Source: an optimization exercise on an open RTL-to-GDS flow (aim: small area, a short achievable clock period and few clock cycles per item). Production flows keep margins and buffers that such runs may drop.
In this exercise RTL edits were held to simulation tests only and were not proved equivalent to the original.

==> flow/design.v <==
module mdc (clk, rst_n, start, A, B, out, done);
input clk, rst_n, start;
input [7:0] A, B;
output [7:0] out;
output done;
reg       busy;
reg [6:0] ah, bh;    
reg [2:0] k;
function [2:0] ctz8;
    input [7:0] v;
    begin
        casez (v)
            8'b???????1: ctz8 = 3'd0;
            8'b??????10: ctz8 = 3'd1;
            8'b?????100: ctz8 = 3'd2;
            8'b????1000: ctz8 = 3'd3;
            8'b???10000: ctz8 = 3'd4;
            8'b??100000: ctz8 = 3'd5;
            8'b?1000000: ctz8 = 3'd6;
            default:     ctz8 = 3'd7;
        endcase
    end
endfunction
function [6:0] oddh8;
    input [7:0] v;
    begin
        casez (v)
            8'b???????1: oddh8 = v[7:1];
            8'b??????10: oddh8 = {1'b0, v[7:2]};
            8'b?????100: oddh8 = {2'b0, v[7:3]};
            8'b????1000: oddh8 = {3'b0, v[7:4]};
            8'b???10000: oddh8 = {4'b0, v[7:5]};
            8'b??100000: oddh8 = {5'b0, v[7:6]};
            8'b?1000000: oddh8 = {6'b0, v[7]};
            default:     oddh8 = 7'd0;
        endcase
    end
endfunction
function [6:0] odds8;
    input [7:0] v;
    begin
        casez (v)
            8'b???????1: odds8 = v[7:1];
            8'b??????10: odds8 = {{1{v[7]}}, v[7:2]};
            8'b?????100: odds8 = {{2{v[7]}}, v[7:3]};
            8'b????1000: odds8 = {{3{v[7]}}, v[7:4]};
            8'b???10000: odds8 = {{4{v[7]}}, v[7:5]};
            8'b??100000: odds8 = {{5{v[7]}}, v[7:6]};
            8'b?1000000: odds8 = {{6{v[7]}}, v[7]};
            default:     odds8 = {7{v[7]}};
        endcase
    end
endfunction
wire [7:0] d  = {1'b0, ah} - {1'b0, bh};
wire       lt = d[7];
wire [6:0] s  = odds8(d);
wire [6:0] vh = lt ? ~s : s;
wire       fin = (ah == bh) | (ah == 7'd0) | (bh == 7'd0);
assign done = busy & fin;
wire [7:0] odd = {ah & {7{bh != 7'd0}}, 1'b1};
assign out = odd << k;
always @(posedge clk or negedge rst_n) begin
    if (!rst_n)
        busy <= 1'b0;
    else
        busy <= start | (busy & ~fin);
end
always @(posedge clk) begin
    if (start) begin
        ah <= oddh8(A);
        bh <= oddh8(B);
        k  <= ctz8(A | B);
    end else begin
        ah <= lt ? ah : bh;
        bh <= vh;
    end
end
endmodule
Settings: LEC_CHECK=0, CAP_MARGIN=20, CORE_MARGIN=2, CORE_UTILIZATION=40, CTS_BUF_LIST=sky130_fd_sc_hd__clkbuf_4, SETUP_SLACK_MARGIN=1.4, SLEW_MARGIN=20; clock period 4.0 ns.
standard.sh (not shown) runs the stock make flow with config.mk's settings and CLKGATE_MAP_FILE= SYNTH_SCRIPT=/design/flow/synth_recipe.tcl, a recipe that flattens the netlist after the stock synthesis.
==> flow/flow/run.sh <==
#!/bin/bash
# The standard layout (standard.sh) with two changes:
#  - the port buffers are plain buf_1 cells;
#  - synthesis maps the logic with the ABC script in flow/abc.script instead of
#    ORFS's speed script. Everything else in synthesis (synth_recipe.tcl) is kept.
# Each tool's output goes to the ORFS logs; make's own output goes to standard.log.
set -euo pipefail
W=$(pwd)
export BUFFER_PORTS_ARGS="-buffer_cell sky130_fd_sc_hd__buf_1"
export MY_ABC_SCRIPT="$W/flow/abc.script"
{ sed -n 1p synth_recipe.tcl; cat flow/abc_override.tcl; sed -n '2,$p' synth_recipe.tcl; } > synth_own.tcl
sed "s#SYNTH_SCRIPT=[^ ]*#SYNTH_SCRIPT=$W/synth_own.tcl#" standard.sh > standard_own.sh
bash standard_own.sh > standard.log 2>&1
==> flow/flow/abc.script <==
strash
&get -n
&dch
&nf -R 1000
&put
topo
stime -c
==> flow/flow/abc_override.tcl <==
# Run ABC with the script in MY_ABC_SCRIPT in place of the one ORFS chose.
proc abc {args} {
  set i [lsearch -exact $args -script]
  if { $i >= 0 } {
    set args [lreplace $args [expr {$i + 1}] [expr {$i + 1}] $::env(MY_ABC_SCRIPT)]
  }
  yosys abc {*}$args
}
Testbench counts at the start, summed over its fixed seeds: cycles 9,100, items 2,400.
Edit:
CTS_BUF_LIST = sky130_fd_sc_hd__clkbuf_8   (was sky130_fd_sc_hd__clkbuf_4)
CTS_CLUSTER_DIAMETER = 200   (was default)
CTS_CLUSTER_SIZE = 30   (was default)
SETUP_SLACK_MARGIN = default   (was 1.4)
Outcome: The new run ran to the end with no violations; non-clock buffer count fell by 17; global-route usage is lower by 0.46 points.
Edit:
CTS_BUF_LIST = sky130_fd_sc_hd__clkbuf_4   (was sky130_fd_sc_hd__clkbuf_8)
Die area stays the same; via count went down slightly; synthesized area does not change; wire length is about the same; count of clock-buffer cells in the layout is lower by 1; sequential share of layout area increases by 0.35 points; final cell count is unchanged; synthesized cell count stays the same.
Edit:
==> flow/flow/abc.script (replaced) <==
strash
&get -n
&dch -f
&nf -R 1000
&put
strash
&get -n
&dch -f
&nf -R 1000
&put
strash
&get -n
&dch -f
&nf -R 1000
&put
topo
stime -c
CORE_UTILIZATION = 80   (was 40)
CTS_CLUSTER_DIAMETER = default   (was 200)
CTS_CLUSTER_SIZE = default   (was 30)
PLACE_DENSITY = 0.9   (was default)
Now the flow did not get past global placement without I/O (3_1_place_gp_skip_io) on GPL-0301. Synthesized cell count came out lower by a few percent. Area after synthesis came out lower by a few percent.


Setup of the baseline:
Starts from the design.v that is shown in full above.
clock: 4.0 ns
lec_check: 0
abc_clock_period_in_ps: 2000
cap_margin: 20
core_margin: 2
core_utilization: 40
cts_buf_list: sky130_fd_sc_hd__clkbuf_16
setup_slack_margin: 1.5
slew_margin: 20
==> flow/flow/run.sh <==
#!/bin/bash
# Standard layout, with plain buf_1 cells as the port buffers.
set -euo pipefail
export BUFFER_PORTS_ARGS="-buffer_cell sky130_fd_sc_hd__buf_1"
bash standard.sh > standard.log 2>&1
Testbench counts of the baseline, summed over its fixed seeds: cycles 9,100, items 2,400.
[inputs] the candidate vs the baseline
Settings: SETUP_SLACK_MARGIN changed from 1.5 to 1.3; ABC_CLOCK_PERIOD_IN_PS removed (was 2000); CTS_BUF_LIST changed from sky130_fd_sc_hd__clkbuf_16 to sky130_fd_sc_hd__clkbuf_4.
==> flow/flow/run.sh <==
#!/bin/bash
# The standard layout (standard.sh) with two changes:
#  - the port buffers are plain buf_1 cells;
#  - synthesis maps the logic with the ABC script in flow/abc.script instead of
#    ORFS's speed script. Everything else in synthesis (synth_recipe.tcl) is kept.
# Each tool's output goes to the ORFS logs; make's own output goes to standard.log.
set -euo pipefail
W=$(pwd)
export BUFFER_PORTS_ARGS="-buffer_cell sky130_fd_sc_hd__buf_1"
export SETUP_MOVE_SEQUENCE=sizeup,swap
export SKIP_GATE_CLONING=1
export SKIP_LAST_GASP=1
export MY_ABC_SCRIPT="$W/flow/abc.script"
{ sed -n 1p synth_recipe.tcl; cat flow/abc_override.tcl; sed -n '2,$p' synth_recipe.tcl; } > synth_own.tcl
sed "s#SYNTH_SCRIPT=[^ ]*#SYNTH_SCRIPT=$W/synth_own.tcl#" standard.sh > standard_own.sh
bash standard_own.sh > standard.log 2>&1
==> flow/flow/abc.script (new file) <==
strash
&get -n
&dch -f
&nf -R 1000
&put
strash
&get -n
&dch -f
&nf -R 1000
&put
strash
&get -n
&dch -f
&nf -R 1000
&put
topo
stime -c
==> flow/flow/abc_override.tcl (new file) <==
# Run ABC with the script in MY_ABC_SCRIPT in place of the one ORFS chose.
proc abc {args} {
  set i [lsearch -exact $args -script]
  if { $i >= 0 } {
    set args [lreplace $args [expr {$i + 1}] [expr {$i + 1}] $::env(MY_ABC_SCRIPT)]
  }
  yosys abc {*}$args
}
### Flow results
Compared with the baseline, the candidate shows a lower cell area. Higher quantity of gates resized following cts goes to the baseline over the candidate. Critical path class: register to primary output -> the baseline, register to register -> the candidate. Compared with the baseline, the candidate shows routed length on met3 that has gone down by more than half. Number of non-clock buffers ended up 48% lower on the candidate than on the baseline. Sort the candidate and the baseline by endpoint required time on the critical path asc -> top: the baseline. The candidate vs. the baseline: die width dropped about 9%, wire length on met2 down about 30%, post-route clock period utilization saw an increase.

## afterwards: timing with drivers on the ports
How much do the figures lean on ideal ports? The routed layouts below were timed once more, with nothing changed but the port constraints.
Step 1: set_driving_cell puts a clkbuf_16 on clk and a buf_2 on each other input, an assumption about the parent block.
Step 2, shift: input delay + t, output delay - t, t = (earliest + latest rising clock arrival at the registers) / 2. This alone moves slack from input paths to output paths.
Three values: ideal, step 1, step 2; two values: the first two.
| run | shift t [ns] | setup slack, ns | worst setup path after step 2 | clock arrival spread, ns | worst data-port slew with drivers (ns) |
|---|---|---|---|---|---|
| the first run of note 1 | 0.310 | 1.239 / 1.217 / 1.318 | register to register | 0.008 / 0.008 | 0.03 |
| the second run of note 1 | 0.275 | 1.053 / 1.053 / 1.053 | register to register | 0.004 / 0.005 | 0.03 |
| the third run of note 1 | 0.312 | 1.015 / 0.993 / 1.052 | register to register | 0.007 / 0.007 | 0.03 |
| the baseline | 0.272 | 1.473 / 1.446 / 1.417 | input to register | 0.001 / 0.001 | 0.03 |
| the candidate | 0.321 | 1.340 / 1.319 / 1.340 | register to register | 0.001 / 0.000 | 0.03 |
After both steps every run listed still meets setup and hold. For the baseline, which loses most, drivers alone change the setup slack by -0.027 ns; drivers and shift together by -0.056 ns.
